This is an optimization exercise on Yosys and OpenROAD, whose aim is a short achievable clock period and few clock cycles, not a production implementation. Only simulation tests tie the RTL to the original design; equivalence was not proved. Power and IR drop assume default switching activity.

Setup of S:
## pipelined
module pipelined (
  input         clk_i, rst_ni,
  output [31:0] imem_addr_o ,
  input  [31:0] imem_rdata_i,
  output [31:0] dmem_addr_o ,
  output [31:0] dmem_wdata_o,
  output [ 3:0] dmem_be_o   ,
  output        dmem_we_o   ,
  input  [31:0] dmem_rdata_i
);
  localparam int NB = 32;    
  localparam int NR = 4;     
  logic [31:0] pc_q;
  logic [31:0] pc_o;                  
  logic [31:0] pc_c;                  
  logic        d_valid;
  logic [31:0] d_pc, d_inst;
  logic [31:0] d_rs1oh, d_rs2oh;      
  logic        d_pt;                  
  logic        d_hit;                 
  logic        d_jb;                  
  logic        stall_q;               
  logic [31:0] d_bimm;                
  logic [31:0] d_ptgt;                
  logic        e_valid;
  logic [31:0] e_a, e_b, e_s;         
  logic        e_sl;                  
  logic [ 4:0] e_rd;
  logic        e_we, e_load, e_store, e_br, e_jal, e_jalr, e_call, e_ret;
  logic [ 2:0] e_f3;
  logic        e_sub, e_sra, e_ltu;
  logic        e_r_add, e_r_lt, e_r_xor, e_r_or, e_r_and, e_r_sll, e_r_sr, e_r_link;
  logic        e_pt;
  logic        e_beq, e_blt, e_binv;  
  logic [31:0] e_alt;                 
  logic [31:0] e_exp;                 
  logic [31:0] e_link, e_bt, e_pc;
  logic        m_valid, m_we, m_load, m_store;
  ...
Size: about 23,000 cells after synthesis, ~3,900 flip-flops, ~170 I/O pins.
==> flow/config.mk <==
export PLATFORM = sky130hd
export DESIGN_NAME = pipelined
export DESIGN_NICKNAME = pipelined
export VERILOG_FILES = /design/flow/design.v
export SDC_FILE = /design/flow/constraint.sdc
export NUM_CORES = 4
export LEC_CHECK = 0
export ABC_CLOCK_PERIOD_IN_PS = 4000
export CAP_MARGIN = 20
export CELL_PAD_IN_SITES_DETAIL_PLACEMENT = 1
export CELL_PAD_IN_SITES_GLOBAL_PLACEMENT = 2
export CORE_MARGIN = 2
export CORE_UTILIZATION = 30
export PLACE_DENSITY = 0.45
export SLEW_MARGIN = 20
export TNS_END_PERCENT = 100
==> flow/constraint.sdc <==
create_clock -name core_clock -period 12.0 [get_ports {clk_i}]
set_input_delay 2.4000 -clock core_clock [delete_from_list [all_inputs] [get_ports {clk_i}]]
set_output_delay 2.4000 -clock core_clock [all_outputs]
set_load 0.01 [all_outputs]
standard.sh (not shown) runs the stock make flow with config.mk's settings and CLKGATE_MAP_FILE= SYNTH_SCRIPT=/design/flow/synth_recipe.tcl, a recipe that flattens the netlist after the stock synthesis.
==> flow/flow/run.sh <==
#!/bin/bash
# The standard layout (standard.sh: the standard flow's synthesis and ORFS flow) with two changes
# to how the layout is made; the SDC and everything else are unchanged:
# - a larger setup repair margin, so that repair_timing works towards a shorter
#   period than the 12 ns constraint needs;
# - every input and output port is still buffered, but with buf_4 instead of the
#   slow delay buffer that buffer_ports picks by default.
set -euo pipefail
export BUFFER_PORTS_ARGS="-buffer_cell sky130_fd_sc_hd__buf_4"
bash standard.sh SETUP_SLACK_MARGIN=8 finish > standard_flow.log 2>&1
Testbench counts of S, summed over its fixed seeds: cycles 236,680.
## Diff of input files: P against S
-- flow/design.v --
<<< S, line 110
  logic [31:0] ld_data, wb_res;
  wire         w_en = m_we;
  logic        x_we;
  logic [4:0]  x_rd;
  logic [31:0] x_res;
  wire  [31:0] x_sel = 32'd1 << x_rd;
  logic [31:0] rf1, rf2;
  always_comb begin
>>> P, line 110
  logic [31:0] ld_data, wb_res;
  wire         w_en = m_we;
  wire [31:0]  w_sel = 32'd1 << m_rd;
  logic [31:0] rf1, rf2;
  always_comb begin
<<< S, line 123
    end
  end
  wire [31:0] rf1x = (x_we & (x_rd == rs1)) ? x_res : rf1;
  wire [31:0] rf2x = (x_we & (x_rd == rs2)) ? x_res : rf2;
  wire [31:0] rv1  = (w_en & (m_rd == rs1)) ? wb_res : rf1x;
  wire [31:0] rv2  = (w_en & (m_rd == rs2)) ? wb_res : rf2x;
  wire ex_w   = e_valid & e_we;
  wire fwd1   = ex_w & (e_rd == rs1);
>>> P, line 120
    end
  end
  wire [31:0] rv1 = (w_en & (m_rd == rs1)) ? wb_res : rf1;
  wire [31:0] rv2 = (w_en & (m_rd == rs2)) ? wb_res : rf2;
  wire ex_w   = e_valid & e_we;
  wire fwd1   = ex_w & (e_rd == rs1);
<<< S, line 242
      d_ptgt <= {19'd0, f_sret ? ras[0] : p_tgt, 2'd0};
    end
    e_a      <= (fwd1 & uses_rs1) ? res :
                (w_en & (m_rd == rs1) & ~is_lui & ~is_auipc) ? wb_res :
                is_lui ? 32'd0 : is_auipc ? d_pc : rf1x;
    e_b      <= (fwd2 & ~use_imm) ? res :
                (w_en & (m_rd == rs2) & ~use_imm) ? wb_res :
                use_imm ? imm : rf2x;
    e_s      <= fwd2 ? res : rv2;
    e_sl     <= fwd2 & e_load;
>>> P, line 237
      d_ptgt <= {19'd0, f_sret ? ras[0] : p_tgt, 2'd0};
    end
    e_a      <= (fwd1 & uses_rs1) ? res : is_lui ? 32'd0 : is_auipc ? d_pc : rv1;
    e_b      <= use_imm ? imm : fwd2 ? res : rv2;
    e_s      <= fwd2 ? res : rv2;
    e_sl     <= fwd2 & e_load;
<<< S, line 298
  end
  always_ff @(posedge clk_i or negedge rst_ni) begin
    if (~rst_ni) x_we <= 1'b0;
    else         x_we <= w_en;
  end
  always_ff @(posedge clk_i) begin
    x_rd  <= m_rd;
    x_res <= wb_res;
  end
  always_ff @(posedge clk_i or negedge rst_ni) begin
    if (~rst_ni) begin
      for (int i = 0; i < 32; i++) rf[i] <= (i == 2) ? 32'h800 : 32'd0;
    end else begin
      for (int i = 1; i < 32; i++)
        if (x_we & x_sel[i]) rf[i] <= x_res;
    end
  end
>>> P, line 289
  end
  always_ff @(posedge clk_i or negedge rst_ni) begin
    if (~rst_ni) begin
      for (int i = 0; i < 32; i++) rf[i] <= (i == 2) ? 32'h800 : 32'd0;
    end else begin
      for (int i = 1; i < 32; i++)
        if (w_en & w_sel[i]) rf[i] <= wb_res;
    end
  end
### Flow results
On cell area after placement, S and P are basically level.
Between S and P, the portion of the clock cycle consumed by the worst path in the final layout is higher for P.
The depth of the CTS H-tree of P falls short of that of S by 1.
P ends up with a total power that is about 5.6% higher than in S.
S -> P: clock group total power decreased by a few percent
Testbench counts of P, summed over its fixed seeds: cycles 236,680.

==> port drivers added, routing unchanged <==
The flow's constraints put no driver on any port. The routed layouts listed below were extracted and timed again, unchanged, in two steps.
Step 1 sets driving cells, clkbuf_16 on the clock port and buf_2 on the other inputs (assumed; they add their load-dependent delay and slew).
Step 2, shift: input delay + t, output delay - t, t = (earliest + latest rising clock arrival at the registers) / 2. This alone moves slack from input paths to output paths.
Three values: no drivers, after step 1, after step 2; two values: the first two.
| run | t, ns | setup WS [ns] | worst data-port slew with drivers (ns) |
|---|---|---|---|
| S | 1.223 | 7.892 / 7.750 / 6.894 | 0.20 |
| P | 1.232 | 7.774 / 7.642 / 6.831 | 0.09 |
After both steps setup and hold are still met in every run listed. The setup slack of S, which loses most, moves by -0.142 ns with the drivers and by -0.998 ns with both steps.
